Background: an optimization exercise with open tools, aiming at small area. Do not read the settings as production practice.
Function was checked by simulation only, so behaviour that the tests miss may differ from the original.
Power figures rest on the tool's default switching activity, not on a simulated workload.

File: flow/design.v
`timescale 1ns / 1ps
module neuron_eval (
    input [31:0] m0, m1, g0, g1,
    input [8:0] p0, p1, l0, l1, tq0, tq1,
    input [1:0] we0, we1, wo0, wo1,
    input v0, v1, sel, nsel,
    output spike
);
    wire an0 = ~((m0[0] & g0[0]) | (m1[0] & g1[0]));
    wire an1 = ~((m0[1] & g0[1]) | (m1[1] & g1[1]));
    wire an2 = ~((m0[2] & g0[2]) | (m1[2] & g1[2]));
    wire an3 = ~((m0[3] & g0[3]) | (m1[3] & g1[3]));
    wire an4 = ~((m0[4] & g0[4]) | (m1[4] & g1[4]));
    wire an5 = ~((m0[5] & g0[5]) | (m1[5] & g1[5]));
    wire an6 = ~((m0[6] & g0[6]) | (m1[6] & g1[6]));
    wire an7 = ~((m0[7] & g0[7]) | (m1[7] & g1[7]));
    wire an8 = ~((m0[8] & g0[8]) | (m1[8] & g1[8]));
    wire an9 = ~((m0[9] & g0[9]) | (m1[9] & g1[9]));
    wire an10 = ~((m0[10] & g0[10]) | (m1[10] & g1[10]));
    wire an11 = ~((m0[11] & g0[11]) | (m1[11] & g1[11]));
    wire an12 = ~((m0[12] & g0[12]) | (m1[12] & g1[12]));
    wire an13 = ~((m0[13] & g0[13]) | (m1[13] & g1[13]));
    wire an14 = ~((m0[14] & g0[14]) | (m1[14] & g1[14]));
    wire an15 = ~((m0[15] & g0[15]) | (m1[15] & g1[15]));
    wire an16 = ~((m0[16] & g0[16]) | (m1[16] & g1[16]));
    wire an17 = ~((m0[17] & g0[17]) | (m1[17] & g1[17]));
    wire an18 = ~((m0[18] & g0[18]) | (m1[18] & g1[18]));
    wire an19 = ~((m0[19] & g0[19]) | (m1[19] & g1[19]));
    wire an20 = ~((m0[20] & g0[20]) | (m1[20] & g1[20]));
    wire an21 = ~((m0[21] & g0[21]) | (m1[21] & g1[21]));
    wire an22 = ~((m0[22] & g0[22]) | (m1[22] & g1[22]));
    wire an23 = ~((m0[23] & g0[23]) | (m1[23] & g1[23]));
    wire an24 = ~((m0[24] & g0[24]) | (m1[24] & g1[24]));
    wire an25 = ~((m0[25] & g0[25]) | (m1[25] & g1[25]));
    wire an26 = ~((m0[26] & g0[26]) | (m1[26] & g1[26]));
    wire an27 = ~((m0[27] & g0[27]) | (m1[27] & g1[27]));
    wire an28 = ~((m0[28] & g0[28]) | (m1[28] & g1[28]));
    wire an29 = ~((m0[29] & g0[29]) | (m1[29] & g1[29]));
    wire an30 = ~((m0[30] & g0[30]) | (m1[30] & g1[30]));
    wire an31 = ~((m0[31] & g0[31]) | (m1[31] & g1[31]));
    wire wen0 = ~((we1[0] & sel) | (we0[0] & nsel));
    wire wen1 = ~((we1[1] & sel) | (we0[1] & nsel));
    wire won0 = ~((wo1[0] & sel) | (wo0[0] & nsel));
    wire won1 = ~((wo1[1] & sel) | (wo0[1] & nsel));
    wire s1, c2;
    fa_m u_s1 (.x(an0), .y(an2), .z(an4), .s(s1), .c(c2));
    wire s3, c4;
    fa_m u_s3 (.x(an6), .y(an8), .z(an10), .s(s3), .c(c4));
    wire s5, c6;
    fa_m u_s5 (.x(an12), .y(an14), .z(an16), .s(s5), .c(c6));
    wire s7, c8;
    fa_m u_s7 (.x(an18), .y(an20), .z(an22), .s(s7), .c(c8));
    wire s9, c10;
    fa_m u_s9 (.x(an24), .y(an26), .z(an28), .s(s9), .c(c10));
    wire s11, c12;
    fa_m u_s11 (.x(s1), .y(s3), .z(s5), .s(s11), .c(c12));
    wire s13, c14;
    fa_m u_s13 (.x(s7), .y(s9), .z(s11), .s(s13), .c(c14));
    wire s15, c16;
    fa_m u_s15 (.x(c2), .y(c4), .z(c6), .s(s15), .c(c16));
    wire s17, c18;
    fa_m u_s17 (.x(c8), .y(c10), .z(c12), .s(s17), .c(c18));
    wire s19, c20;
    fa_m u_s19 (.x(s15), .y(c14), .z(s17), .s(s19), .c(c20));
    wire s21, c22;
    fa_m u_s21 (.x(c16), .y(c18), .z(c20), .s(s21), .c(c22));
    wire s23, c24;
    fa_m u_s23 (.x(an1), .y(an3), .z(an5), .s(s23), .c(c24));
    wire s25, c26;
    fa_m u_s25 (.x(an7), .y(an9), .z(an11), .s(s25), .c(c26));
    wire s27, c28;
    fa_m u_s27 (.x(an13), .y(an15), .z(an17), .s(s27), .c(c28));
    wire s29, c30;
    fa_m u_s29 (.x(an19), .y(an21), .z(an23), .s(s29), .c(c30));
    wire s31, c32;
    fa_m u_s31 (.x(an25), .y(an27), .z(an29), .s(s31), .c(c32));
    wire s33, c34;
    fa_m u_s33 (.x(s23), .y(s25), .z(s27), .s(s33), .c(c34));
    wire s35, c36;
    fa_m u_s35 (.x(s29), .y(s31), .z(s33), .s(s35), .c(c36));
    wire s37, c38;
    fa_m u_s37 (.x(c24), .y(c26), .z(c28), .s(s37), .c(c38));
    wire s39, c40;
    fa_m u_s39 (.x(c30), .y(c32), .z(c34), .s(s39), .c(c40));
    wire s41, c42;
    fa_m u_s41 (.x(s37), .y(c36), .z(s39), .s(s41), .c(c42));
    wire s43, c44;
    fa_m u_s43 (.x(c38), .y(c40), .z(c42), .s(s43), .c(c44));
    wire t45 = ~(wen0 | s13);
    wire t46 = ~(wen1 | s13);
    wire t47 = ~(wen0 | s19);
    wire t48 = ~(wen1 | s19);
    wire t49 = ~(wen0 | s21);
    wire t50 = ~(wen1 | s21);
    wire t51 = ~(wen0 | c22);
    wire t52 = ~(wen1 | c22);
    wire t53 = ~(wen0 | an30);
    wire t54 = ~(wen1 | an30);
    wire t55 = ~(won0 | s35);
    wire t56 = ~(won1 | s35);
    wire t57 = ~(won0 | s41);
    wire t58 = ~(won1 | s41);
    wire t59 = ~(won0 | s43);
    wire t60 = ~(won1 | s43);
    wire t61 = ~(won0 | c44);
    wire t62 = ~(won1 | c44);
    wire t63 = ~(won0 | an31);
    wire t64 = ~(won1 | an31);
    wire p65 = ((p1[0] & sel) | (p0[0] & nsel));
    wire l66 = ((l1[0] & sel) | (l0[0] & nsel));
    wire pn67 = ~((p1[1] & sel) | (p0[1] & nsel));
    wire ln68 = ~((l1[1] & sel) | (l0[1] & nsel));
    wire pn69 = ~((p1[2] & sel) | (p0[2] & nsel));
    wire ln70 = ~((l1[2] & sel) | (l0[2] & nsel));
    wire p71 = ((p1[3] & sel) | (p0[3] & nsel));
    wire l72 = ((l1[3] & sel) | (l0[3] & nsel));
    wire p73 = ((p1[4] & sel) | (p0[4] & nsel));
    wire l74 = ((l1[4] & sel) | (l0[4] & nsel));
    wire p75 = ((p1[5] & sel) | (p0[5] & nsel));
    wire l76 = ((l1[5] & sel) | (l0[5] & nsel));
    wire p77 = ((p1[6] & sel) | (p0[6] & nsel));
    wire l78 = ((l1[6] & sel) | (l0[6] & nsel));
    wire p79 = ((p1[7] & sel) | (p0[7] & nsel));
    wire l80 = ((l1[7] & sel) | (l0[7] & nsel));
    wire p81 = ((p1[8] & sel) | (p0[8] & nsel));
    wire l82 = ((l1[8] & sel) | (l0[8] & nsel));
    wire s83, c84;
    fa_m u_s83 (.x(p65), .y(l66), .z(t53), .s(s83), .c(c84));
    wire s85, c86;
    fa_m u_s85 (.x(t63), .y(s83), .z(t45), .s(s85), .c(c86));
    wire s87, c88;
    ha_m u_s87 (.x(t55), .y(s85), .s(s87), .c(c88));
    wire s89, c90;
    fa_m u_s89 (.x(pn67), .y(ln68), .z(t54), .s(s89), .c(c90));
    wire i91 = ~c84;
    wire s92, c93;
    fa_m u_s92 (.x(t64), .y(i91), .z(s89), .s(s92), .c(c93));
    wire s94, c95;
    fa_m u_s94 (.x(s92), .y(t46), .z(t56), .s(s94), .c(c95));
    wire s96, c97;
    fa_m u_s96 (.x(t47), .y(t57), .z(c86), .s(s96), .c(c97));
    wire i98 = ~s94;
    wire s99, c100;
    fa_m u_s99 (.x(i98), .y(c88), .z(s96), .s(s99), .c(c100));
    wire s101, c102;
    fa_m u_s101 (.x(pn69), .y(ln70), .z(c90), .s(s101), .c(c102));
    wire s103, c104;
    fa_m u_s103 (.x(s101), .y(c93), .z(t48), .s(s103), .c(c104));
    wire s105, c106;
    fa_m u_s105 (.x(t49), .y(t59), .z(c97), .s(s105), .c(c106));
    wire s107, c108;
    fa_m u_s107 (.x(t58), .y(c95), .z(s103), .s(s107), .c(c108));
    wire i109 = ~s107;
    wire s110, c111;
    fa_m u_s110 (.x(c100), .y(s105), .z(i109), .s(s110), .c(c111));
    wire i112 = ~c102;
    wire s113, c114;
    fa_m u_s113 (.x(p71), .y(l72), .z(i112), .s(s113), .c(c114));
    wire s115, c116;
    fa_m u_s115 (.x(s113), .y(t51), .z(t61), .s(s115), .c(c116));
    wire s117, c118;
    fa_m u_s117 (.x(t50), .y(t60), .z(c104), .s(s117), .c(c118));
    wire i119 = ~c108;
    wire s120, c121;
    fa_m u_s120 (.x(c106), .y(s115), .z(i119), .s(s120), .c(c121));
    wire i122 = ~s117;
    wire s123, c124;
    fa_m u_s123 (.x(i122), .y(c111), .z(s120), .s(s123), .c(c124));
    wire s125, c126;
    fa_m u_s125 (.x(p73), .y(l74), .z(c114), .s(s125), .c(c126));
    wire i127 = ~s125;
    wire s128, c129;
    fa_m u_s128 (.x(i127), .y(t52), .z(t62), .s(s128), .c(c129));
    wire i130 = ~c116;
    wire s131, c132;
    fa_m u_s131 (.x(i130), .y(c118), .z(s128), .s(s131), .c(c132));
    wire i133 = ~s131;
    wire s134, c135;
    fa_m u_s134 (.x(i133), .y(c121), .z(c124), .s(s134), .c(c135));
    wire s136, c137;
    fa_m u_s136 (.x(p75), .y(l76), .z(c126), .s(s136), .c(c137));
    wire i138 = ~s136;
    wire s139, c140;
    fa_m u_s139 (.x(i138), .y(c129), .z(c132), .s(s139), .c(c140));
    wire i141 = ~s139;
    wire s142, c143;
    ha_m u_s142 (.x(i141), .y(c135), .s(s142), .c(c143));
    wire s144, c145;
    fa_m u_s144 (.x(p77), .y(l78), .z(c137), .s(s144), .c(c145));
    wire i146 = ~c140;
    wire s147, c148;
    fa_m u_s147 (.x(s144), .y(i146), .z(c143), .s(s147), .c(c148));
    wire s149, c150;
    fa_m u_s149 (.x(p79), .y(l80), .z(c145), .s(s149), .c(c150));
    wire s151, c152;
    ha_m u_s151 (.x(s149), .y(c148), .s(s151), .c(c152));
    wire s153, c154;
    fa_m u_s153 (.x(p81), .y(l82), .z(c150), .s(s153), .c(c154));
    wire s155, c156;
    ha_m u_s155 (.x(s153), .y(c152), .s(s155), .c(c156));
    wire tq157 = ((tq1[0] & sel) | (tq0[0] & nsel));
    wire k158 = s87 & tq157;
    wire tq159 = ((tq1[1] & sel) | (tq0[1] & nsel));
    wire k160 = (s99 & tq159) | (k158 & (s99 | tq159));
    wire tq161 = ((tq1[2] & sel) | (tq0[2] & nsel));
    wire k162 = (s110 & tq161) | (k160 & (s110 | tq161));
    wire tq163 = ((tq1[3] & sel) | (tq0[3] & nsel));
    wire k164 = (s123 & tq163) | (k162 & (s123 | tq163));
    wire tq165 = ((tq1[4] & sel) | (tq0[4] & nsel));
    wire k166 = (s134 & tq165) | (k164 & (s134 | tq165));
    wire tq167 = ((tq1[5] & sel) | (tq0[5] & nsel));
    wire k168 = (s142 & tq167) | (k166 & (s142 | tq167));
    wire tq169 = ((tq1[6] & sel) | (tq0[6] & nsel));
    wire k170 = (s147 & tq169) | (k168 & (s147 | tq169));
    wire tq171 = ((tq1[7] & sel) | (tq0[7] & nsel));
    wire k172 = (s151 & tq171) | (k170 & (s151 | tq171));
    wire tq173 = ((tq1[8] & sel) | (tq0[8] & nsel));
    wire k174 = (s155 & tq173) | (k172 & (s155 | tq173));
    assign spike = (sel ? v1 : v0) & k174;
endmodule
module fa_m (input x, input y, input z, output s, output c);
    assign s = x ^ y ^ z;
    assign c = (x & y) | (z & (x ^ y));
endmodule
module ha_m (input x, input y, output s, output c);
    assign s = x ^ y;
    assign c = x & y;
endmodule
`timescale 1ns / 1ps
module neuron_network (
    input clk_i,
    input wb_rst_i,
    input wbs_cyc_i,
    input wbs_stb_i,
    input wbs_we_i,
    input [3:0] wbs_sel_i,
    input [31:0] wbs_adr_i,
    input [31:0] wbs_dat_i,
    output reg wbs_ack_o,
    output [31:0] wbs_dat_o
);
    wire [31:0] adr = wbs_adr_i;
    wire wr = wbs_cyc_i & wbs_stb_i & wbs_we_i;
    wire rd = wbs_cyc_i & wbs_stb_i & ~wbs_we_i & (adr[18:17] == 2'b10);
    wire [31:0] lane = {{8{wbs_sel_i[3]}}, {8{wbs_sel_i[2]}}, {8{wbs_sel_i[1]}}, {8{wbs_sel_i[0]}}};
    wire in_hit0 = wr & (adr[31:2] == 30'h20000000);
    wire in_hit1 = wr & (adr[31:2] == 30'h20004000);
    reg [31:0] in0, in1;
    reg vin0, vin1;
    always @(posedge clk_i or posedge wb_rst_i)
        if (wb_rst_i) begin
            vin0 <= 1'b0;
            vin1 <= 1'b0;
        end else begin
            if (in_hit0) vin0 <= 1'b1;
            if (in_hit1) vin1 <= 1'b1;
        end
    genvar b;
    generate
        for (b = 0; b < 4; b = b + 1) begin : in_lane
            always @(posedge clk_i) begin
                if (in_hit0 & (wbs_sel_i[b] | ~vin0)) in0[8*b +: 8] <= wbs_dat_i[8*b +: 8] & lane[8*b +: 8];
                if (in_hit1 & (wbs_sel_i[b] | ~vin1)) in1[8*b +: 8] <= wbs_dat_i[8*b +: 8] & lane[8*b +: 8];
            end
        end
    endgenerate
    wire preg = wr & (adr[31:17] == 15'h4001) & (adr[15:12] == 4'h0);
    wire [5:0] word = adr[7:2];
    wire [31:0] d0 = wbs_dat_i & lane & {32{word == 6'd0}};
    wire [31:0] d1 = wbs_dat_i & lane & {32{word == 6'd1}};
    wire [31:0] d2 = wbs_dat_i & lane & {32{word == 6'd2}};
    wire [31:0] d3 = wbs_dat_i & lane & {32{word == 6'd3}};
    wire [3:0] w0l = wbs_sel_i & {4{word == 6'd0}};
    wire [3:0] w1l = wbs_sel_i & {4{word == 6'd1}};
    wire [3:0] w2l = wbs_sel_i & {4{word == 6'd2}};
    wire [3:0] w3l = wbs_sel_i & {4{word == 6'd3}};
    wire [7:0] p_hi = d1[31:24] + 8'd96;
    wire [7:0] t_lo = ~d3[31:24];
    reg sel;   
    always @(posedge clk_i or posedge wb_rst_i)
        if (wb_rst_i) sel <= 1'b0;
        else sel <= adr[16];
    wire nsel = ~sel;
    wire [31:0] g0 = in0 & {32{vin0 & nsel}};
    wire [31:0] g1 = in1 & {32{vin1 & sel}};
    wire [15:0] f;        
    wire [15:0] v1all;    
    genvar c, n;
    generate
        for (n = 0; n < 16; n = n + 1) begin : neuron
            wire [31:0] mask [0:1];
            wire [8:0] pot [0:1];
            wire [8:0] leak [0:1];
            wire [8:0] thr [0:1];
            wire [1:0] we_ [0:1];
            wire [1:0] wo_ [0:1];
            wire vld [0:1];
            for (c = 0; c < 2; c = c + 1) begin : core
                wire hit = preg & (adr[16] == c) & (adr[11:8] == n);
                reg v;
                always @(posedge clk_i or posedge wb_rst_i)
                    if (wb_rst_i) v <= 1'b0;
                    else if (hit) v <= 1'b1;
                reg [31:0] m;
                reg [8:0] p, l, t;
                reg [1:0] we, wo;
                always @(posedge clk_i) begin
                    if (hit & (w0l[0] | ~v)) m[7:0] <= d0[7:0];
                    if (hit & (w0l[1] | ~v)) m[15:8] <= d0[15:8];
                    if (hit & (w0l[2] | ~v)) m[23:16] <= d0[23:16];
                    if (hit & (w0l[3] | ~v)) m[31:24] <= d0[31:24];
                    if (hit & (w1l[3] | ~v)) p[8:1] <= p_hi;
                    if (hit & (w1l[2] | ~v)) p[0] <= d1[23];
                    if (hit & (w1l[0] | ~v)) we <= d1[6:5];
                    if (hit & (w2l[3] | ~v)) wo <= d2[29:28];
                    if (hit & (w2l[1] | ~v)) l[8:7] <= d2[9:8];
                    if (hit & (w2l[0] | ~v)) l[6:0] <= d2[7:1];
                    if (hit & (w2l[0] | ~v)) t[8] <= d2[0];
                    if (hit & (w3l[3] | ~v)) t[7:0] <= t_lo;
                end
                assign mask[c] = m;
                assign pot[c] = p;
                assign leak[c] = l;
                assign thr[c] = t;
                assign we_[c] = we;
                assign wo_[c] = wo;
                assign vld[c] = v;
            end
            assign v1all[n] = vld[1];
            neuron_eval ev (
                .m0(mask[0]), .m1(mask[1]), .g0(g0), .g1(g1),
                .p0(pot[0]), .p1(pot[1]), .l0(leak[0]), .l1(leak[1]),
                .tq0(thr[0]), .tq1(thr[1]),
                .we0(we_[0]), .we1(we_[1]), .wo0(wo_[0]), .wo1(wo_[1]),
                .v0(vld[0]), .v1(vld[1]), .sel(sel), .nsel(nsel),
                .spike(f[n])
            );
        end
    endgenerate
    reg [15:0] q;
    always @(posedge clk_i)
        if (adr[16] != sel) q <= f;
    wire [15:0] spike0 = sel ? q : f;
    wire [15:0] spike1 = sel ? f : (q & v1all);
    reg [15:0] out0, out1;
    reg vout0, vout1;
    always @(posedge clk_i or posedge wb_rst_i)
        if (wb_rst_i) begin
            vout0 <= 1'b0;
            vout1 <= 1'b0;
        end else begin
            if (adr[20]) vout0 <= 1'b1;
            if (adr[21]) vout1 <= 1'b1;
        end
    always @(posedge clk_i) begin
        if (adr[20]) out0 <= spike0;
        if (adr[21]) out1 <= spike1;
    end
    wire m0 = adr[31:2] == 30'h20010000;
    wire m1 = adr[31:2] == 30'h20014000;
    reg [15:0] dat;
    always @(posedge clk_i or posedge wb_rst_i)
        if (wb_rst_i) begin
            wbs_ack_o <= 1'b0;
            dat <= 16'h0000;
        end else if (rd) begin
            wbs_ack_o <= 1'b1;
            dat <= (out0 & {16{m0 & vout0}}) | (out1 & {16{m1 & vout1}});
        end
    assign wbs_dat_o = {16'h0000, dat};
endmodule
File: flow/run.sh
#!/bin/bash
# synth_recipe.tcl (not shown) runs the flow's synth.tcl, then flattens the netlist and writes it again
# the make line also repeats each setting of config.mk as NAME=value (left out here)
make -C /OpenROAD-flow-scripts/flow DESIGN_CONFIG=/design/flow/config.mk WORK_HOME=/design/flow/orfs CLKGATE_MAP_FILE= SYNTH_SCRIPT=/design/flow/synth_recipe.tcl finish
File: flow/config.mk
export PLATFORM = sky130hd
export DESIGN_NAME = neuron_network
export DESIGN_NICKNAME = neuron_network
export VERILOG_FILES = /design/flow/design.v
export SDC_FILE = /design/flow/constraint.sdc
export NUM_CORES = 4
export LEC_CHECK = 0
export CAP_MARGIN = 20
export CORE_MARGIN = 2
export CORE_UTILIZATION = 40
export SLEW_MARGIN = 20
export SYNTH_HIERARCHICAL = 1
export SYNTH_MINIMUM_KEEP_SIZE = 0
File: flow/constraint.sdc
create_clock -name core_clock -period 10.0 [get_ports {clk_i}]
set_input_delay 2.0000 -clock core_clock [delete_from_list [all_inputs] [get_ports {clk_i}]]
set_output_delay 2.0000 -clock core_clock [all_outputs]
set_load 0.01 [all_outputs]
==> results of run 1 <==
-- cells by family (layout without fill, tap and decap cells) --
| logic type | Yosys count | in the layout | share of synthesized area (%) |
|---|---|---|---|
| xor+xnor | 2 | 2 | 0.0175 |
| buf+inv | 497 | 870 | 2.37 |
| compound gates | 1608 | 1608 | 11.7 |
| flops | 2182 | 2182 | 65.3 |
| other cells | 1 | 26 | 0.00375 |
| simple gates | 765 | 765 | 3.71 |
| fa+ha+maj | 865 | 865 | 16.7 |
| mux | 16 | 16 | 0.180 |
-- where the power goes --
group,total [W],internal (W),switching (W)
clock network,0.00790,0.00446,0.00344
logic,0.00112,0.000458,0.000666
registers,0.00992,0.00991,0.00000817
-- critical path, stage by stage (launching register included) --
cell and delay [ps]:
dfrtp_4 640, nor2b_1 230, buf_4 290, and2_1 490, buf_4 300, a22oi_1 140, fa_1 700, fa_1 530
fa_1 460, fa_1 640, nor2_1 90, fa_1 510, fa_1 520, inv_1 50, fa_1 410, fa_1 450
fa_1 400, ha_1 230, fa_1 400, ha_1 210, ha_1 330, nand2_1 120, nand3_1 80, o211a_1 380
mux2_2 320
-- Yosys stat by module (local to each module, per instance) --
| module | flip-flops and latches | cells | cell area [µm²] |
|---|---|---|---|
| neuron_eval | 0 | 124 | 823 |
| fa_m | 0 | 1 | 20.0 |
| neuron_network | 2182 | 3104 | 70300 |
| ha_m | 0 | 1 | 12.5 |
-- layer usage --
| layer | wire, µm | up-vias |
|---|---|---|
| li1 | - | 23300 |
| met3 | 25000 | 768 |
| met2 | 157000 | 2877 |
| met5 | 0 | - |
| met1 | 111000 | 30700 |
| met4 | 22400 | 0 |
-- area by class of cell --
class	count	area, µm²	share of cell area [%]
multi-input combinational	3272	32600	29.1
clock inverter	102	956	0.855
clock buffer	286	5800	5.18
timing repair buffer	263	2260	2.02
inverter	219	831	0.743
sequential	2182	65300	58.3
antenna	10	25.0	0.0224
tap	3330	4170	3.73
-- how the worst max path moves through the flow --
| stage | end | slack [ps] |
|---|---|---|
| final | out0[10] | 730 |
| after global routing | out0[14] | 480 |
| after CTS | out0[1] | 770 |
| after detailed placement | out0[14] | 780 |
| after global placement | out0[14] | 840 |
| after floorplan | out0[10] | 1720 |
-- registers in the layout, summed over array words and instances (netlist names) --
signal / count
vin1: 1
neuron.core.wo: 64
vout1: 1
out1: 16
neuron.core.m: 1024
neuron.core.v: 32
sel: 1
neuron.core.t: 288
neuron.core.p: 288
wbs_ack_o: 1
neuron.core.l: 288
vin0: 1
out0: 16
vout0: 1
dat: 16
in1: 32
in0: 32
neuron.core.we: 64
q: 16
-- layout by cell type (no fill, tap or decap), drive strengths merged, types with 49 or more instances in the layout --
cell type	netlist	final
a21oi	376	376
a22o	368	368
a22oi	704	704
and2	76	76
and3	66	66
buf	152	176
clkbuf	126	286
clkdlybuf4s50	0	87
clkinv	0	69
dfrtp	54	54
edfxtp	2128	2128
fa	784	784
ha	65	65
inv	219	221
nand2	110	110
nand2b	52	52
nand3	49	49
nor2	382	382
-- per-stage QoR --
stage          area, µm²  worst slack, ps  util (%)
6_report          112000              726      45.0
3_5_place_dp      105000              777      42.3
5_1_grt           112000              479      45.0
2_1_floorplan     100000             1720         -
3_3_place_gp      105000              837      42.3
4_1_cts           112000              773      45.0
==> flow_metrics.py, run 1 <==
metrics = {
    "run_status": {
        "outcome": "no timing/DRC/antenna violations",
    },
    "clocking": {
        "cts_sinks": 2182,
        "post_cts.repair.setup_buffers": 0,
        "cts_resized": 0,
        "htree_num_levels": 4,
        "clockBufferDepth": 3,
        "clock-root-buffer": "clkbuf_16",
        "cts_made_buffers": 212,
        "clk_latency_ps": 860,
        "cts_tree": "yes",
        "clkTransAtPathRegs_ps": 60,
        "cts_hold_buf": 0,
    },
    "floorplan": {
        "design.core.area_mm2": 0.248,
        "io_pins": 106,
        "fp.dieH_um": 504,
        "die_w_um": 504,
        "start_util_pct": 40.2,
        "dieArea_mm2": 0.254,
        "rows": 183,
    },
    "worst_setup_path": {
        "reg2reg_from": "sel",
        "endpoint_kind": "flip-flop",
        "reg2reg_to": "out0[10]",
        "rrSetupSlack_ps": 730,
        "cp-start-kind": "flip-flop",
        "cp_max_fo": 34,
        "r2r_cells": 24,
        "path_class": "flip-flop to flip-flop",
        "cp.arrival_ps": 9870,
        "cp.required_ps": 10600,
        "cp-startpoint": "sel",
    },
    "yosys": {
        "yosysTopAreaCellShare_pct": 63.9,
        "yosysUniqueCellTypes": 45,
        "synth_area_mm2": 0.0999,
        "syn_area_per_cell_um2": 16.8,
        "yosysMostFrequentCell": "edfxtp_1",
        "netlist_instances": 5936,
        "synth_common_cells": "edfxtp_1 (2128), fa_1 (784), a22oi_1 (688), nor2_1 (382), a21oi_1 (376)",
        "synth_edf_count": 2128,
        "yosys-top-cells-area": "edfxtp_1 (64%), fa_1 (16%), a22oi_1 (5.2%)",
        "yosys.area.top_type": "edfxtp_1",
        "ys.flop_type": "edfxtp_1",
        "yosysWarnings": 7,
        "synth-seq-cells": 2182,
        "synthArstFlopShare_pct": 2.47,
        "ys_seq_area_share_pct": 65.3,
    },
    "route": {
        "dr_total_vias": 57600,
        "vias_per_cell": 5.96,
        "drtIter0Drc": 6307,
        "post-route-drc-count": 0,
        "routed_wl_um": 315000,
        "ant_nets": 0,
        "drt_pre_antenna_iters": 8,
        "wl_per_cell_um": 32.6,
    },
    "grt": {
        "grt_pass1_wl_um": 439000,
        "use_met1_pct": 28.8,
        "grtUsageTotal_pct": 24.5,
        "grt_antenna_before_repair": 15,
        "busiest_layer": "met2",
        "grt_max_degree": 113,
        "grtUsageMet3_pct": 4.42,
        "grtUsageMet2_pct": 41.7,
        "grt.overflow.total": 0,
        "grt_pass1_vias": 58900,
    },
    "pwr": {
        "power_leakage_nw": 33.4,
        "design_power_total_w": 0.0190,
        "p_per_area_mw_per_mm2": 169,
        "irDropWorstVdd_uv": 131,
    },
    "placement": {
        "numPlacedInstances": 9264,
        "dp_hpwl_um": 201000,
        "port_buffers": 87,
        "gp_congestion": 0.908,
    },
    "timing": {
        "setup_tns_ps": 0,
        "finalMaxSlewViolations": 0,
        "timing.final.crit_share_pct": 92.7,
        "timing.hold.ws_ps": 442,
        "post-route-min-period_ps": 9270,
        "fin_skew_ps": 20.7,
        "setup_violations": 0,
        "rsz0062_at_grt": "false",
        "finalHoldViolCount": 0,
        "slew_headroom_pct": 20.1,
        "worstMarginPinSlew_ps": 1200,
        "fmax_mhz": 108,
    },
    "flow_run": {
        "maxCapViolCount": 0,
    },
    "hold_path": {
        "worstHoldPathType": "flip-flop to flip-flop",
        "hold_start": "out1[15]",
        "holdPathStages": 2,
        "whs_endpoint": "dat[15]",
    },
    "final_layout": {
        "fillCellCount": 21400,
        "drive_gt1_share_pct": 9.76,
        "finalNetCount": 7072,
        "fin_cells": 9664,
        "syn2layout_area_growth_pct": 11.9,
    },
}
==> run 2, diff against run 1 <==
--- a/flow/config.mk
+++ b/flow/config.mk
@@ -7,7 +7,10 @@
 export LEC_CHECK = 0
 export CAP_MARGIN = 20
 export CORE_MARGIN = 2
-export CORE_UTILIZATION = 40
+export CORE_UTILIZATION = 70
+export CTS_CLUSTER_DIAMETER = 100
+export CTS_CLUSTER_SIZE = 25
+export PLACE_DENSITY = 0.8
 export SLEW_MARGIN = 20
 export SYNTH_HIERARCHICAL = 1
 export SYNTH_MINIMUM_KEEP_SIZE = 0
==> run 2 against run 1 <==
Global-route usage increased by 16 points; first-iteration DRC count increased by 55%; critical path depth decreased by 1; still clean on timing, DRC and antenna; cell area decreased by 5.5%; routed wire length decreased by 6.8%; synthesized cell count unchanged; fmax decreased by 1.1%; sequential power about the same; count of clock-buffer cells in the layout decreased by 111; largest cell class unchanged.
==> flow_metrics.py, run 2 <==
metrics = {
    "final_layout": {
        "layout_common_cells": "edfxtp_1 (2128), fa_1 (784), a22oi_1 (688), a21oi_1 (376), nor2_1 (375)",
        "fillCellCount": 8229,
        "finalNetCount": 6916,
        "drive_gt1_share_pct": 6.22,
        "syn2layout_area_growth_pct": 5.83,
        "largest_reg_flops": 1024,
        "largest_register": "neuron.core.m",
        "utilization_pct": 74.7,
        "final_common_cell": "edfxtp_1",
    },
    "hold_path": {
        "holdPathStages": 2,
        "worstHoldPathType": "flip-flop to flip-flop",
        "whs_endpoint": "dat[5]",
        "hold_start": "out1[5]",
    },
    "yosys": {
        "synthAdderAreaFrac_pct": 16.7,
        "yosysMostFrequentCell": "edfxtp_1",
        "synth.area.mux_share_pct": 0.180,
        "yosysTopAreaCellShare_pct": 63.9,
        "yosys-top-cells-area": "edfxtp_1 (64%), fa_1 (16%), a22oi_1 (5.2%)",
        "yosysWarnings": 7,
        "synth_area_mm2": 0.0999,
        "synth-xor-area-share_pct": 0.0175,
        "syn_area_per_cell_um2": 16.8,
        "yosysUniqueCellTypes": 45,
        "synth-compound-area-share_pct": 11.7,
        "synthArstFlopShare_pct": 2.47,
        "synth_edf_count": 2128,
        "synth-seq-cells": 2182,
        "synth_common_cells": "edfxtp_1 (2128), fa_1 (784), a22oi_1 (688), nor2_1 (382), a21oi_1 (376)",
        "yosys.area.top_type": "edfxtp_1",
        "ys_seq_area_share_pct": 65.3,
        "synth-simple-area-share_pct": 3.71,
        "ys.flop_type": "edfxtp_1",
        "synth_top_family_by_area": "adder cells",
        "netlist_instances": 5936,
    },
    "timing": {
        "slew_headroom_pct": 12.7,
        "timing.final.crit_share_pct": 93.8,
        "worstMarginPinSlew_ps": 1310,
        "finalMaxSlewViolations": 0,
        "fmax_mhz": 107,
        "finalHoldViolCount": 0,
        "timing.hold.ws_ps": 455,
        "rsz0062_at_grt": "false",
        "setup_tns_ps": 0,
        "post-route-min-period_ps": 9380,
        "finalWorstSetupSlack_ps": 624,
        "fin_skew_ps": 32.4,
        "setup_violations": 0,
    },
    "floorplan": {
        "io_pins": 106,
        "design.core.area_mm2": 0.142,
        "start_util_pct": 70.6,
        "fp.dieH_um": 382,
        "die_w_um": 382,
        "rows": 138,
        "dieArea_mm2": 0.146,
    },
    "worst_setup_path": {
        "cp.required_ps": 10510,
        "endpoint_kind": "flip-flop",
        "cp-start-kind": "flip-flop",
        "cp.arrival_ps": 9890,
        "path_class": "flip-flop to flip-flop",
        "reg2reg_to": "out0[6]",
        "cp_max_fo": 28,
        "rrSetupSlack_ps": 620,
        "reg2reg_from": "sel",
        "r2r_cells": 23,
    },
    "clocking": {
        "cts_resized": 0,
        "clkTransAtPathRegs_ps": 100,
        "cts_tree": "yes",
        "post_cts.repair.setup_buffers": 0,
        "cts_sinks": 2182,
        "clk_latency_ps": 780,
        "cts_made_buffers": 97,
        "clockBufferDepth": 3,
        "htree_num_levels": 3,
        "clock-root-buffer": "clkbuf_16",
        "cts_hold_buf": 0,
    },
    "route": {
        "vias_per_cell": 7.48,
        "post-route-drc-count": 0,
        "routed_wl_um": 294000,
        "wl_per_cell_um": 36.9,
        "ant_nets": 0,
        "drtIter0Drc": 9753,
        "drt_pre_antenna_iters": 9,
        "dr_total_vias": 59700,
    },
    "pwr": {
        "sw_frac_of_total_pct": 21.9,
        "power_frac_seq_pct": 63.2,
        "pwr-share-clk_pct": 29.5,
        "power_leakage_nw": 31.2,
        "internal-power_w": 0.0123,
        "design_power_total_w": 0.0157,
        "p_comb_share_pct": 7.3,
        "p_sw_w": 0.00343,
        "p_per_area_mw_per_mm2": 148,
        "irDropWorstVdd_uv": 166,
    },
    "grt": {
        "grt.overflow.total": 0,
        "grt_pass1_wl_um": 412000,
        "grtUsageTotal_pct": 40.7,
        "grt_max_degree": 155,
        "grt_pass1_vias": 59300,
        "grt_antenna_before_repair": 8,
    },
    "run_status": {
        "outcome": "no timing/DRC/antenna violations",
    },
    "placement": {
        "dp_hpwl_um": 186000,
        "port_buffers": 87,
        "place_ws_ps": 743,
        "gp_congestion": 0.954,
    },
    "flow_run": {
        "maxCapViolCount": 0,
    },
}
-- run 2: metal layers --
metal | part of all wire (%) | track usage [%]
met1 | 32 | 52.3
met2 | 45 | 61.0
met3 | 15 | 13.6
met4 | 7.8 | 24.9
met5 | 0.027 | 0.628
-- run 2: area by class of cell --
class / count / area [µm²] / share of cell area [%]
Antenna cell: 8 / 20.0 / 0.0189
Clock buffer: 175 / 2760 / 2.61
Inverter: 219 / 831 / 0.786
Clock inverter: 4 / 46.3 / 0.0438
Sequential cell: 2182 / 65300 / 61.7
Multi-Input combinational cell: 3272 / 32500 / 30.8
Tap cell: 1890 / 2360 / 2.24
Timing Repair Buffer: 222 / 1930 / 1.82
-- run 2: logic make-up after synthesis --
family / Yosys count
muxes: 16
AOI/OAI and AO/OA: 1608
and+or+nand+nor: 765
adders and majority gates: 865
xor gates and xnor gates: 2
DFF: 2182
buffers and inverters: 497
other: 1
-- run 2: through the flow --
| step | cells | instance area (µm²) |
|---|---|---|
| floorplan | 5951 | 100000 |
| global placement | 7785 | 103000 |
| detailed placement | 7785 | 103000 |
| CTS | 7964 | 106000 |
| global route | 7964 | 106000 |
| finish | 7972 | 106000 |
-- run 2: worst max-delay path, cell delays in order (launching register included) --
cell and delay, ps:
dfrtp_4 660, nor2b_1 230, buf_4 300, and2_1 760, a22oi_1 300, fa_1 660, fa_1 480, fa_1 450
fa_1 630, nor2_1 90, fa_1 500, fa_1 520, inv_1 50, fa_1 420, fa_1 460, fa_1 410
ha_1 250, fa_1 450, ha_1 220, ha_1 310, nand2_1 110, nand3_1 80, o211a_1 390, mux2_2 340
-- run 2: how the worst max path moves through the flow --
stage,startpoint,end,slack (ps),cells after the start
final,sel,out0[6],620,23
after global routing,sel,out0[6],470,23
after CTS,sel,out0[6],740,23
after detailed placement,sel,out0[2],740,23
after global placement,sel,out0[6],940,23
after floorplan,sel,out0[10],1720,23
-- run 2: per-module statistics from Yosys, one instance, submodules excluded --
module / flops+latches / area (µm²) / copies in the design
fa_m: 0 / 20.0 / 784
ha_m: 0 / 12.5 / 64
neuron_eval: 0 / 823 / 16
neuron_network: 2182 / 70300 / 1
-- run 2: power groups by stage --
stage	Clock, W	Combinational (W)	Sequential (W)
after global routing	0.00488	0.00127	0.00991
final	0.00463	0.00115	0.00991
after detailed placement	0	0.00112	0.0101
after global placement	0	0.00107	0.0101
after floorplan	0	0.000812	0.0101
after CTS	0.00460	0.00113	0.00991
==> run 3, diff against run 2 <==
--- a/flow/design.v
+++ b/flow/design.v
@@ -87,31 +87,31 @@
     wire s43, c44;
     fa_m u_s43 (.x(c38), .y(c40), .z(c42), .s(s43), .c(c44));
     wire t45 = ~(wen0 | s13);
-    wire t46 = ~(wen1 | s13);
+    wire t46 = wen1 | s13;
     wire t47 = ~(wen0 | s19);
-    wire t48 = ~(wen1 | s19);
+    wire t48 = wen1 | s19;
     wire t49 = ~(wen0 | s21);
-    wire t50 = ~(wen1 | s21);
+    wire t50 = wen1 | s21;
     wire t51 = ~(wen0 | c22);
-    wire t52 = ~(wen1 | c22);
+    wire t52 = wen1 | c22;
     wire t53 = ~(wen0 | an30);
-    wire t54 = ~(wen1 | an30);
+    wire t54 = wen1 | an30;
     wire t55 = ~(won0 | s35);
-    wire t56 = ~(won1 | s35);
+    wire t56 = won1 | s35;
     wire t57 = ~(won0 | s41);
-    wire t58 = ~(won1 | s41);
+    wire t58 = won1 | s41;
     wire t59 = ~(won0 | s43);
-    wire t60 = ~(won1 | s43);
+    wire t60 = won1 | s43;
     wire t61 = ~(won0 | c44);
-    wire t62 = ~(won1 | c44);
+    wire t62 = won1 | c44;
     wire t63 = ~(won0 | an31);
-    wire t64 = ~(won1 | an31);
+    wire t64 = won1 | an31;
     wire p65 = ((p1[0] & sel) | (p0[0] & nsel));
     wire l66 = ((l1[0] & sel) | (l0[0] & nsel));
-    wire pn67 = ~((p1[1] & sel) | (p0[1] & nsel));
-    wire ln68 = ~((l1[1] & sel) | (l0[1] & nsel));
-    wire pn69 = ~((p1[2] & sel) | (p0[2] & nsel));
-    wire ln70 = ~((l1[2] & sel) | (l0[2] & nsel));
+    wire p67 = ((p1[1] & sel) | (p0[1] & nsel));
+    wire l68 = ((l1[1] & sel) | (l0[1] & nsel));
+    wire p69 = ((p1[2] & sel) | (p0[2] & nsel));
+    wire l70 = ((l1[2] & sel) | (l0[2] & nsel));
     wire p71 = ((p1[3] & sel) | (p0[3] & nsel));
     wire l72 = ((l1[3] & sel) | (l0[3] & nsel));
     wire p73 = ((p1[4] & sel) | (p0[4] & nsel));
@@ -131,92 +131,80 @@
     wire s87, c88;
     ha_m u_s87 (.x(t55), .y(s85), .s(s87), .c(c88));
     wire s89, c90;
-    fa_m u_s89 (.x(pn67), .y(ln68), .z(t54), .s(s89), .c(c90));
-    wire i91 = ~c84;
-    wire s92, c93;
-    fa_m u_s92 (.x(t64), .y(i91), .z(s89), .s(s92), .c(c93));
-    wire s94, c95;
-    fa_m u_s94 (.x(s92), .y(t46), .z(t56), .s(s94), .c(c95));
-    wire s96, c97;
-    fa_m u_s96 (.x(t47), .y(t57), .z(c86), .s(s96), .c(c97));
-    wire i98 = ~s94;
+    fa_m u_s89 (.x(p67), .y(l68), .z(t54), .s(s89), .c(c90));
+    wire s91, c92;
+    fa_m u_s91 (.x(t64), .y(c84), .z(s89), .s(s91), .c(c92));
+    wire s93, c94;
+    fa_m u_s93 (.x(s91), .y(t46), .z(t56), .s(s93), .c(c94));
+    wire s95, c96;
+    fa_m u_s95 (.x(t47), .y(t57), .z(c86), .s(s95), .c(c96));
+    wire s97, c98;
+    fa_m u_s97 (.x(s93), .y(c88), .z(s95), .s(s97), .c(c98));
     wire s99, c100;
-    fa_m u_s99 (.x(i98), .y(c88), .z(s96), .s(s99), .c(c100));
+    fa_m u_s99 (.x(p69), .y(l70), .z(c90), .s(s99), .c(c100));
     wire s101, c102;
-    fa_m u_s101 (.x(pn69), .y(ln70), .z(c90), .s(s101), .c(c102));
+    fa_m u_s101 (.x(c92), .y(s99), .z(t48), .s(s101), .c(c102));
     wire s103, c104;
-    fa_m u_s103 (.x(s101), .y(c93), .z(t48), .s(s103), .c(c104));
+    fa_m u_s103 (.x(t58), .y(c94), .z(t49), .s(s103), .c(c104));
     wire s105, c106;
-    fa_m u_s105 (.x(t49), .y(t59), .z(c97), .s(s105), .c(c106));
+    fa_m u_s105 (.x(t59), .y(c96), .z(s101), .s(s105), .c(c106));
     wire s107, c108;
-    fa_m u_s107 (.x(t58), .y(c95), .z(s103), .s(s107), .c(c108));
-    wire i109 = ~s107;
-    wire s110, c111;
-    fa_m u_s110 (.x(c100), .y(s105), .z(i109), .s(s110), .c(c111));
-    wire i112 = ~c102;
+    fa_m u_s107 (.x(c98), .y(s103), .z(s105), .s(s107), .c(c108));
+    wire s109, c110;
+    fa_m u_s109 (.x(p71), .y(l72), .z(c100), .s(s109), .c(c110));
+    wire s111, c112;
+    fa_m u_s111 (.x(s109), .y(t51), .z(t61), .s(s111), .c(c112));
     wire s113, c114;
-    fa_m u_s113 (.x(p71), .y(l72), .z(i112), .s(s113), .c(c114));
+    fa_m u_s113 (.x(t50), .y(t60), .z(c102), .s(s113), .c(c114));
     wire s115, c116;
-    fa_m u_s115 (.x(s113), .y(t51), .z(t61), .s(s115), .c(c116));
+    fa_m u_s115 (.x(c104), .y(s111), .z(c106), .s(s115), .c(c116));
     wire s117, c118;
-    fa_m u_s117 (.x(t50), .y(t60), .z(c104), .s(s117), .c(c118));
-    wire i119 = ~c108;
-    wire s120, c121;
-    fa_m u_s120 (.x(c106), .y(s115), .z(i119), .s(s120), .c(c121));
-    wire i122 = ~s117;
+    fa_m u_s117 (.x(s113), .y(c108), .z(s115), .s(s117), .c(c118));
+    wire s119, c120;
+    fa_m u_s119 (.x(p73), .y(l74), .z(c110), .s(s119), .c(c120));
+    wire s121, c122;
+    fa_m u_s121 (.x(s119), .y(t52), .z(t62), .s(s121), .c(c122));
     wire s123, c124;
-    fa_m u_s123 (.x(i122), .y(c111), .z(s120), .s(s123), .c(c124));
+    fa_m u_s123 (.x(c112), .y(c114), .z(s121), .s(s123), .c(c124));
     wire s125, c126;
-    fa_m u_s125 (.x(p73), .y(l74), .z(c114), .s(s125), .c(c126));
-    wire i127 = ~s125;
-    wire s128, c129;
-    fa_m u_s128 (.x(i127), .y(t52), .z(t62), .s(s128), .c(c129));
-    wire i130 = ~c116;
+    fa_m u_s125 (.x(c116), .y(s123), .z(c118), .s(s125), .c(c126));
+    wire s127, c128;
+    fa_m u_s127 (.x(p75), .y(l76), .z(c120), .s(s127), .c(c128));
+    wire s129, c130;
+    fa_m u_s129 (.x(s127), .y(c122), .z(c124), .s(s129), .c(c130));
     wire s131, c132;
-    fa_m u_s131 (.x(i130), .y(c118), .z(s128), .s(s131), .c(c132));
-    wire i133 = ~s131;
-    wire s134, c135;
-    fa_m u_s134 (.x(i133), .y(c121), .z(c124), .s(s134), .c(c135));
-    wire s136, c137;
-    fa_m u_s136 (.x(p75), .y(l76), .z(c126), .s(s136), .c(c137));
-    wire i138 = ~s136;
+    ha_m u_s131 (.x(s129), .y(c126), .s(s131), .c(c132));
+    wire s133, c134;
+    fa_m u_s133 (.x(p77), .y(l78), .z(c128), .s(s133), .c(c134));
+    wire s135, c136;
+    fa_m u_s135 (.x(s133), .y(c130), .z(c132), .s(s135), .c(c136));
+    wire s137, c138;
+    fa_m u_s137 (.x(p79), .y(l80), .z(c134), .s(s137), .c(c138));
     wire s139, c140;
-    fa_m u_s139 (.x(i138), .y(c129), .z(c132), .s(s139), .c(c140));
-    wire i141 = ~s139;
-    wire s142, c143;
-    ha_m u_s142 (.x(i141), .y(c135), .s(s142), .c(c143));
-    wire s144, c145;
-    fa_m u_s144 (.x(p77), .y(l78), .z(c137), .s(s144), .c(c145));
-    wire i146 = ~c140;
-    wire s147, c148;
-    fa_m u_s147 (.x(s144), .y(i146), .z(c143), .s(s147), .c(c148));
-    wire s149, c150;
-    fa_m u_s149 (.x(p79), .y(l80), .z(c145), .s(s149), .c(c150));
-    wire s151, c152;
-    ha_m u_s151 (.x(s149), .y(c148), .s(s151), .c(c152));
-    wire s153, c154;
-    fa_m u_s153 (.x(p81), .y(l82), .z(c150), .s(s153), .c(c154));
-    wire s155, c156;
-    ha_m u_s155 (.x(s153), .y(c152), .s(s155), .c(c156));
-    wire tq157 = ((tq1[0] & sel) | (tq0[0] & nsel));
-    wire k158 = s87 & tq157;
-    wire tq159 = ((tq1[1] & sel) | (tq0[1] & nsel));
-    wire k160 = (s99 & tq159) | (k158 & (s99 | tq159));
-    wire tq161 = ((tq1[2] & sel) | (tq0[2] & nsel));
-    wire k162 = (s110 & tq161) | (k160 & (s110 | tq161));
-    wire tq163 = ((tq1[3] & sel) | (tq0[3] & nsel));
-    wire k164 = (s123 & tq163) | (k162 & (s123 | tq163));
-    wire tq165 = ((tq1[4] & sel) | (tq0[4] & nsel));
-    wire k166 = (s134 & tq165) | (k164 & (s134 | tq165));
-    wire tq167 = ((tq1[5] & sel) | (tq0[5] & nsel));
-    wire k168 = (s142 & tq167) | (k166 & (s142 | tq167));
-    wire tq169 = ((tq1[6] & sel) | (tq0[6] & nsel));
-    wire k170 = (s147 & tq169) | (k168 & (s147 | tq169));
-    wire tq171 = ((tq1[7] & sel) | (tq0[7] & nsel));
-    wire k172 = (s151 & tq171) | (k170 & (s151 | tq171));
-    wire tq173 = ((tq1[8] & sel) | (tq0[8] & nsel));
-    wire k174 = (s155 & tq173) | (k172 & (s155 | tq173));
-    assign spike = (sel ? v1 : v0) & k174;
+    ha_m u_s139 (.x(s137), .y(c136), .s(s139), .c(c140));
+    wire s141, c142;
+    fa_m u_s141 (.x(p81), .y(l82), .z(c138), .s(s141), .c(c142));
+    wire s143, c144;
+    ha_m u_s143 (.x(s141), .y(c140), .s(s143), .c(c144));
+    wire tq145 = ((tq1[0] & sel) | (tq0[0] & nsel));
+    wire k146 = s87 & tq145;
+    wire tq147 = ((tq1[1] & sel) | (tq0[1] & nsel));
+    wire k148 = (s97 & tq147) | (k146 & (s97 | tq147));
+    wire tq149 = ((tq1[2] & sel) | (tq0[2] & nsel));
+    wire k150 = (s107 & tq149) | (k148 & (s107 | tq149));
+    wire tq151 = ((tq1[3] & sel) | (tq0[3] & nsel));
+    wire k152 = (s117 & tq151) | (k150 & (s117 | tq151));
+    wire tq153 = ((tq1[4] & sel) | (tq0[4] & nsel));
+    wire k154 = (s125 & tq153) | (k152 & (s125 | tq153));
+    wire tq155 = ((tq1[5] & sel) | (tq0[5] & nsel));
+    wire k156 = (s131 & tq155) | (k154 & (s131 | tq155));
+    wire tq157 = ((tq1[6] & sel) | (tq0[6] & nsel));
+    wire k158 = (s135 & tq157) | (k156 & (s135 | tq157));
+    wire tq159 = ((tq1[7] & sel) | (tq0[7] & nsel));
+    wire k160 = (s139 & tq159) | (k158 & (s139 | tq159));
+    wire tq161 = ((tq1[8] & sel) | (tq0[8] & nsel));
+    wire k162 = (s143 & tq161) | (k160 & (s143 | tq161));
+    assign spike = (sel ? v1 : v0) & k162;
 endmodule
 module fa_m (input x, input y, input z, output s, output c);
     assign s = x ^ y ^ z;
@@ -226,6 +214,18 @@
     assign s = x ^ y;
     assign c = x & y;
 endmodule
+module xor_m (input x, input y, output s);
+    assign s = x ^ y;
+endmodule
+module nor_m (input x, input y, output s);
+    assign s = ~(x | y);
+endmodule
+module xnor_m (input x, input y, output s);
+    assign s = ~(x ^ y);
+endmodule
+module andn_m (input x, input y, output s);
+    assign s = x & ~y;
+endmodule
 `timescale 1ns / 1ps
 module neuron_network (
     input clk_i,
==> run 3 against run 2 <==
Sequential share of layout area fell by 0.056 points; fmax fell by 3.8%; routed wire length up 0.21%; still clean; via count down 1.5%; utilization rose by 0.16 points.
==> flow_metrics.py, run 3 <==
metrics = {
    "run_status": {
        "outcome": "no timing/DRC/antenna violations",
    },
    "clocking": {
        "cts_tree": "yes",
        "htree_num_levels": 3,
        "clkTransAtPathRegs_ps": 100,
        "cts_sinks": 2182,
        "clockBufferDepth": 3,
        "clock-root-buffer": "clkbuf_16",
        "clk_latency_ps": 770,
        "cts_made_buffers": 97,
        "cts_hold_buf": 0,
        "cts_resized": 0,
        "post_cts.repair.setup_buffers": 0,
    },
    "hold_path": {
        "hold_start": "out1[7]",
        "worstHoldPathType": "flip-flop to flip-flop",
    },
    "floorplan": {
        "start_util_pct": 70.5,
        "dieArea_mm2": 0.145,
        "die_w_um": 381,
        "design.core.area_mm2": 0.141,
        "rows": 138,
        "fp.dieH_um": 381,
        "io_pins": 106,
    },
    "worst_setup_path": {
        "cp-startpoint": "sel",
        "cp.arrival_ps": 10260,
        "cp-start-kind": "flip-flop",
        "endpoint": "out0[5]",
        "endpoint_kind": "flip-flop",
        "cp_max_fo": 25,
        "reg2reg_to": "out0[5]",
        "cp.required_ps": 10520,
        "r2r_cells": 22,
        "reg2reg_from": "sel",
        "rrSetupSlack_ps": 260,
        "path_class": "flip-flop to flip-flop",
    },
    "yosys": {
        "yosys-top-cells-area": "edfxtp_1 (64%), fa_1 (16%), a22oi_1 (4.7%)",
        "ys_seq_area_share_pct": 65.5,
        "synthArstFlopShare_pct": 2.47,
        "ys.flop_type": "edfxtp_1",
        "synth_common_cells": "edfxtp_1 (2128), fa_1 (784), a22oi_1 (624), a22o_1 (432), a21oi_1 (376)",
        "yosysMostFrequentCell": "edfxtp_1",
        "synth_area_mm2": 0.0997,
        "netlist_instances": 5744,
        "yosysTopAreaCellShare_pct": 64.1,
        "synth_edf_count": 2128,
        "yosysWarnings": 7,
        "synth-seq-cells": 2182,
        "yosysUniqueCellTypes": 45,
        "yosys.area.top_type": "edfxtp_1",
        "syn_area_per_cell_um2": 17.4,
    },
    "timing": {
        "fmax_mhz": 103,
        "timing.final.crit_share_pct": 97.4,
        "worstMarginPinSlew_ps": 1260,
        "finalMaxSlewViolations": 0,
        "post-route-min-period_ps": 9740,
        "finalHoldViolCount": 0,
        "setup_tns_ps": 0,
        "setup_violations": 0,
        "rsz0062_at_grt": "false",
        "fin_skew_ps": 33.8,
        "slew_headroom_pct": 15.8,
    },
    "route": {
        "post-route-drc-count": 0,
        "drtIter0Drc": 9298,
        "dr_total_vias": 58800,
        "routed_wl_um": 295000,
        "wl_per_cell_um": 37.7,
        "vias_per_cell": 7.52,
        "ant_nets": 0,
        "drt_pre_antenna_iters": 8,
    },
    "grt": {
        "grt_pass1_wl_um": 412000,
        "grt_max_degree": 124,
        "grt.overflow.total": 0,
        "grtUsageTotal_pct": 40.8,
        "grt_pass1_vias": 59000,
        "grt_antenna_before_repair": 24,
    },
    "pwr": {
        "power_leakage_nw": 29.8,
        "irDropWorstVdd_uv": 145,
        "p_per_area_mw_per_mm2": 148,
    },
    "final_layout": {
        "layout_common_cells": "edfxtp_1 (2128), fa_1 (784), a22oi_1 (624), a22o_1 (432), a21oi_1 (375)",
        "finalNetCount": 6771,
        "utilization_pct": 74.9,
        "syn2layout_area_growth_pct": 6.18,
        "final_common_cell": "edfxtp_1",
        "drive_gt1_share_pct": 9.74,
        "largest_reg_flops": 1024,
        "fillCellCount": 8063,
        "largest_register": "neuron.core.m",
    },
    "flow_run": {
        "maxCapViolCount": 0,
    },
    "placement": {
        "port_buffers": 87,
        "dp_hpwl_um": 191000,
        "gp_congestion": 0.982,
    },
}
==> run 3: cell count changes in the layout (fill, tap and decap cells not counted), sizes merged, moves of 2 or more <==
cell / change
a22oi: -64
inv: -192
or2: +160
clkbuf: -9
buf: +46
a22o: +64
nor2: -160
diode: -2
==> run 3: cells by family after synthesis <==
group | Yosys count | synth area share [%]
fa+ha+maj | 865 | 16.7
buf+inv | 305 | 1.65
mux | 16 | 0.181
xor+xnor | 2 | 0.0176
simple gates | 765 | 4.12
flops | 2182 | 65.5
compound gates | 1608 | 11.8
other cells | 1 | 0.00376
==> run 3: layer usage <==
metal,up-vias,routed length (µm),GRT usage (%)
li1,22500,-,-
met1,29900,93800,52.4
met2,5298,132000,60.5
met3,1063,45300,14.0
met4,18,23400,25.8
met5,-,186,0.298
==> run 3: critical path: stages, from the launching register on <==
cell and delay (ps):
dfrtp_4 670, nor2b_1 260, buf_4 310, and2_1 890, a22oi_1 290, fa_1 590, fa_1 550, fa_1 440
fa_1 520, or2_2 330, fa_1 490, fa_1 510, fa_1 440, fa_1 460, fa_1 430, ha_1 230
fa_1 390, ha_1 210, ha_1 300, nand2_1 100, nand3_1 80, o211a_1 520, mux2_2 400
==> run 3: report_power, final <==
group	switching [W]	internal [W]
sequential	0.00000898	0.00990
clock	0.00276	0.00188
combinational	0.000668	0.000470
total	0.00343	0.0123
==> run 3: modules after synthesis (local to each module, per instance) <==
module | flops+latches | cells inside | times used | cell area [µm²]
neuron_eval | 0 | 112 | 16 | 808
fa_m | 0 | 1 | 784 | 20.0
ha_m | 0 | 1 | 64 | 12.5
neuron_network | 2182 | 3104 | 1 | 70300
==> run 3: per-stage QoR <==
step / hold WS (ps) / instances / cell area [µm²] / setup slack (ps) / power (W)
after floorplan: 422 / 5759 / 99700 / 1590 / 0.0109
after global placement: 437 / 7637 / 103000 / 682 / 0.0112
after detailed placement: 437 / 7639 / 103000 / 569 / 0.0112
after CTS: 459 / 7810 / 106000 / 455 / 0.0156
after global routing: 478 / 7811 / 106000 / 116 / 0.0161
final: 455 / 7817 / 106000 / 256 / 0.0157
==> run 3: worst min path at each step <==
stage                     slack [ps]  endpoint  depth (start not counted)
after floorplan                  420    dat[0]                          2
after global placement           440    dat[2]                          2
after detailed placement         440    dat[9]                          2
after CTS                        460   dat[11]                          2
after global routing             480    dat[4]                          2
final                            450    dat[7]                          2
==> run 3: cell type report <==
type | instances | area, µm² | area share, %
Sequential cell | 2182 | 65300 | 61.6
Timing Repair Buffer | 269 | 2310 | 2.18
Inverter | 27 | 109 | 0.103
Clock buffer | 166 | 2730 | 2.58
Clock inverter | 5 | 51.3 | 0.0485
Multi-Input combinational cell | 3272 | 33000 | 31.2
Antenna cell | 6 | 15.0 | 0.0142
Tap cell | 1890 | 2360 | 2.23
==> run 4, diff against run 3 <==
==> flow/flow/run.sh (new file) <==
#!/bin/bash
set -euo pipefail
export BUFFER_PORTS_ARGS="-buffer_cell sky130_fd_sc_hd__buf_1"
export CTS_ARGS="-sink_clustering_enable -repair_clock_nets -sink_clustering_size 25 -sink_clustering_max_diameter 100 -dont_use_dummy_load"
bash standard.sh > standard.log 2>&1
==> flow/standard.sh (new file) <==
#!/bin/bash
# synth_recipe.tcl (not shown) runs the flow's synth.tcl, then flattens the netlist and writes it again
# the make line also repeats each setting of config.mk as NAME=value (left out here)
make -C /OpenROAD-flow-scripts/flow DESIGN_CONFIG=/design/flow/config.mk WORK_HOME=/design/flow/orfs CLKGATE_MAP_FILE= SYNTH_SCRIPT=/design/flow/synth_recipe.tcl "${@:-finish}"
removed: flow/run.sh
==> run 4 against run 3 <==
Still clean; via count shrank 0.46%; register-to-register slack gained 190 ps; fmax grew 2.0%; sequential share of layout area grew 0.54 points; synthesized area is the same; largest cell class unchanged; largest power group unchanged; highest routed layer unchanged.
==> flow_metrics.py, run 4 <==
metrics = {
    "final_layout": {
        "layout_common_cells": "edfxtp_1 (2128), fa_1 (784), a22oi_1 (624), a22o_1 (432), a21oi_1 (376)",
        "utilization_pct": 74.2,
        "multi_input_area_mm2": 0.0330,
        "final_common_cell": "edfxtp_1",
        "final-seq-area_mm2": 0.0653,
        "drive_gt1_share_pct": 9.62,
        "largest_register": "neuron.core.m",
        "syn2layout_area_growth_pct": 5.25,
        "finalNetCount": 6765,
        "fillCellCount": 8142,
        "largest_reg_flops": 1024,
    },
    "yosys": {
        "synth-xor-area-share_pct": 0.0176,
        "synth-compound-area-share_pct": 11.8,
        "yosysUniqueCellTypes": 45,
        "synth_top_family_by_area": "adder cells",
        "ys_seq_area_share_pct": 65.5,
        "synth.area.mux_share_pct": 0.181,
        "synth-seq-cells": 2182,
        "yosysWarnings": 7,
        "synth_common_cells": "edfxtp_1 (2128), fa_1 (784), a22oi_1 (624), a22o_1 (432), a21oi_1 (376)",
        "synth-simple-area-share_pct": 4.12,
        "ys.flop_type": "edfxtp_1",
        "netlist_instances": 5744,
        "syn_area_per_cell_um2": 17.4,
        "synth_edf_count": 2128,
        "synthArstFlopShare_pct": 2.47,
        "yosys.area.top_type": "edfxtp_1",
        "yosys-top-cells-area": "edfxtp_1 (64%), fa_1 (16%), a22oi_1 (4.7%)",
        "yosysTopAreaCellShare_pct": 64.1,
        "synthAdderAreaFrac_pct": 16.7,
        "yosysMostFrequentCell": "edfxtp_1",
        "synth_area_mm2": 0.0997,
    },
    "grt": {
        "grt_max_degree": 130,
        "grt_pass1_wl_um": 408000,
        "grt.overflow.total": 0,
        "grtUsageTotal_pct": 40.6,
        "grt_antenna_before_repair": 21,
        "grt_pass1_vias": 58300,
    },
    "worst_setup_path": {
        "rrSetupSlack_ps": 440,
        "cp.arrival_ps": 10070,
        "endpoint_kind": "flip-flop",
        "cp_max_fo": 32,
        "crit_chain": "nor2b_1 -> buf_4 -> and2_1 -> a22oi_1 -> fa_1 -> fa_1 -> fa_1 -> fa_1 -> or2_2 -> fa_1 -> fa_1 -> fa_1 -> fa_1 -> fa_1 -> ha_1 -> fa_1 -> ha_1 -> ha_1 -> nand2_1 -> nand3_1 -> o211a_1 -> mux2_2",
        "cp-startpoint": "sel",
        "r2r_cells": 22,
        "crit_path_frequent_cell": "fa_1",
        "cpPeakStageDelay_ps": 790,
        "cp-start-kind": "flip-flop",
        "crit_slowest_cell": "and2_1",
        "endpoint": "out0[8]",
        "cp.required_ps": 10510,
        "path_class": "flip-flop to flip-flop",
        "reg2reg_from": "sel",
        "reg2reg_to": "out0[8]",
    },
    "timing": {
        "timing.hold.ws_ps": 449,
        "fmax_mhz": 105,
        "finalHoldViolCount": 0,
        "worstMarginPinSlew_ps": 1300,
        "slew_headroom_pct": 13.4,
        "fin_skew_ps": 70.0,
        "post-route-min-period_ps": 9560,
        "rsz0062_at_grt": "false",
        "setup_tns_ps": 0,
        "finalMaxSlewViolations": 0,
        "setup_violations": 0,
        "timing.final.crit_share_pct": 95.6,
    },
    "route": {
        "vias_per_cell": 7.55,
        "drtIter0Drc": 9339,
        "wl_per_cell_um": 38.0,
        "dr_total_vias": 58500,
        "routed_wl_um": 294000,
        "ant_nets": 0,
        "post-route-drc-count": 0,
        "drt_pre_antenna_iters": 8,
    },
    "floorplan": {
        "rows": 138,
        "design.core.area_mm2": 0.141,
        "die_w_um": 381,
        "io_pins": 106,
        "fp.dieH_um": 381,
        "dieArea_mm2": 0.145,
        "start_util_pct": 70.5,
    },
    "placement": {
        "dp_hpwl_um": 189000,
        "gp_congestion": 0.984,
        "port_buffers": 87,
    },
    "pwr": {
        "irDropWorstVdd_uv": 147,
        "power_leakage_nw": 29.4,
        "p_per_area_mw_per_mm2": 147,
    },
    "clocking": {
        "htree_num_levels": 3,
        "clk_latency_ps": 770,
        "cts_resized": 0,
        "cts_made_buffers": 98,
        "clockBufferDepth": 3,
        "post_cts.repair.setup_buffers": 0,
        "cts_sinks": 2182,
        "cts_tree": "yes",
        "clkTransAtPathRegs_ps": 100,
        "clock-root-buffer": "clkbuf_16",
        "cts_hold_buf": 0,
    },
    "flow_run": {
        "maxCapViolCount": 0,
    },
    "run_status": {
        "outcome": "no timing/DRC/antenna violations",
    },
    "hold_path": {
        "worstHoldPathType": "flip-flop to flip-flop",
    },
}
==> run 4: cell counts after synthesis <==
No cell type changed its count.
==> run 4: cell families after synthesis <==
group           after synthesis
xor+xnor                      2
fa+ha+maj                   865
flops                      2182
mux                          16
compound gates             1608
simple gates                765
other cells                   1
buf+inv                     305
==> run 4: cell type report <==
| type | count | share of cell area, % |
|---|---|---|
| Timing Repair Buffer | 262 | 1.61 |
| Tap cell | 1890 | 2.25 |
| Antenna cell | 19 | 0.0453 |
| Sequential cell | 2182 | 62.2 |
| Clock buffer | 98 | 2.34 |
| Inverter | 27 | 0.104 |
| Multi-Input combinational cell | 3272 | 31.5 |
==> run 4: power breakdown <==
part | switching, W | total (W) | internal, W | leakage [nW]
Clock | 0.00265 | 0.00440 | 0.00175 | 1.21
Sequential | 0.00000846 | 0.00991 | 0.00990 | 17.2
Combinational | 0.000651 | 0.00110 | 0.000449 | 10.9
==> run 4: per-module statistics from Yosys, one instance, submodules excluded <==
| module | flip-flops and latches | times used |
|---|---|---|
| fa_m | 0 | 784 |
| ha_m | 0 | 64 |
| neuron_eval | 0 | 16 |
| neuron_network | 2182 | 1 |
==> run 4: per-stage QoR <==
step	area (µm²)	cells	setup slack (ps)	total power, W
after CTS	105000	7728	638	0.0154
after global routing	105000	7737	339	0.0158
final	105000	7750	445	0.0154
after global placement	102000	7630	796	0.0112
after floorplan	99700	5759	1590	0.0109
after detailed placement	102000	7630	677	0.0112
==> run 4: critical path: cells and delay by family, from the launching register on <==
kind / cells / cell delay (ps)
buffers and inverters: 1 / 330
AOI/OAI and AO/OA: 2 / 710
DFF: 1 / 660
adders and majority gates: 13 / 5630
muxes: 1 / 360
and+or+nand+nor: 5 / 1510
==> run 4: worst min-delay path by stage <==
stage	startpoint	endpoint	slack (ps)	cells past startpoint
global route	out1[13]	dat[13]	470	2
floorplan	out1[0]	dat[0]	420	2
CTS	out1[11]	dat[11]	460	2
global placement	out1[3]	dat[3]	430	2
finish	out1[11]	dat[11]	450	2
detailed placement	out1[11]	dat[11]	430	2
==> run 4: metal layers <==
metal / global-route usage [%] / up-vias / wire length, µm
met2: 59.2 / 5083 / 130000
li1: - / 22500 / -
met4: 24.9 / 14 / 23200
met3: 16.5 / 1076 / 46600
met1: 51.4 / 29900 / 93900
met5: 1.12 / - / 327

port drivers added, routing unchanged:
No port has a modelled driver above. Below, the same layouts with a new extraction and two added sets of constraints.
Step 1 sets driving cells, clkbuf_16 on the clock port and buf_2 on the other inputs (assumed; they add their load-dependent delay and slew).
Step 2 times the ports against the registers' clock, not the clock port: input delays grow and output delays shrink by t, the midpoint of the rising clock arrivals with the driver on.
Three values: no drivers, after step 1, after step 2; two values: the first two.
run | shift t [ns] | setup WS [ns] | hold slack, ns | slew at the worst register clock pin (ns) | pins driven straight from the clock port
run 1 | 0.927 | 0.726 / 0.726 / 0.726 | 0.442 / 0.442 / 0.442 | 0.07 / 0.07 | 1
run 2 | 0.849 | 0.624 / 0.624 / 0.624 | 0.455 / 0.455 / 0.455 | 0.11 / 0.11 | 1
run 3 | 0.843 | 0.256 / 0.256 / 0.256 | 0.455 / 0.455 / 0.455 | 0.11 / 0.11 | 1
run 4 | 0.827 | 0.445 / 0.445 / 0.445 | 0.449 / 0.449 / 0.449 | 0.11 / 0.11 | 1
After both steps every run listed still meets setup and hold.
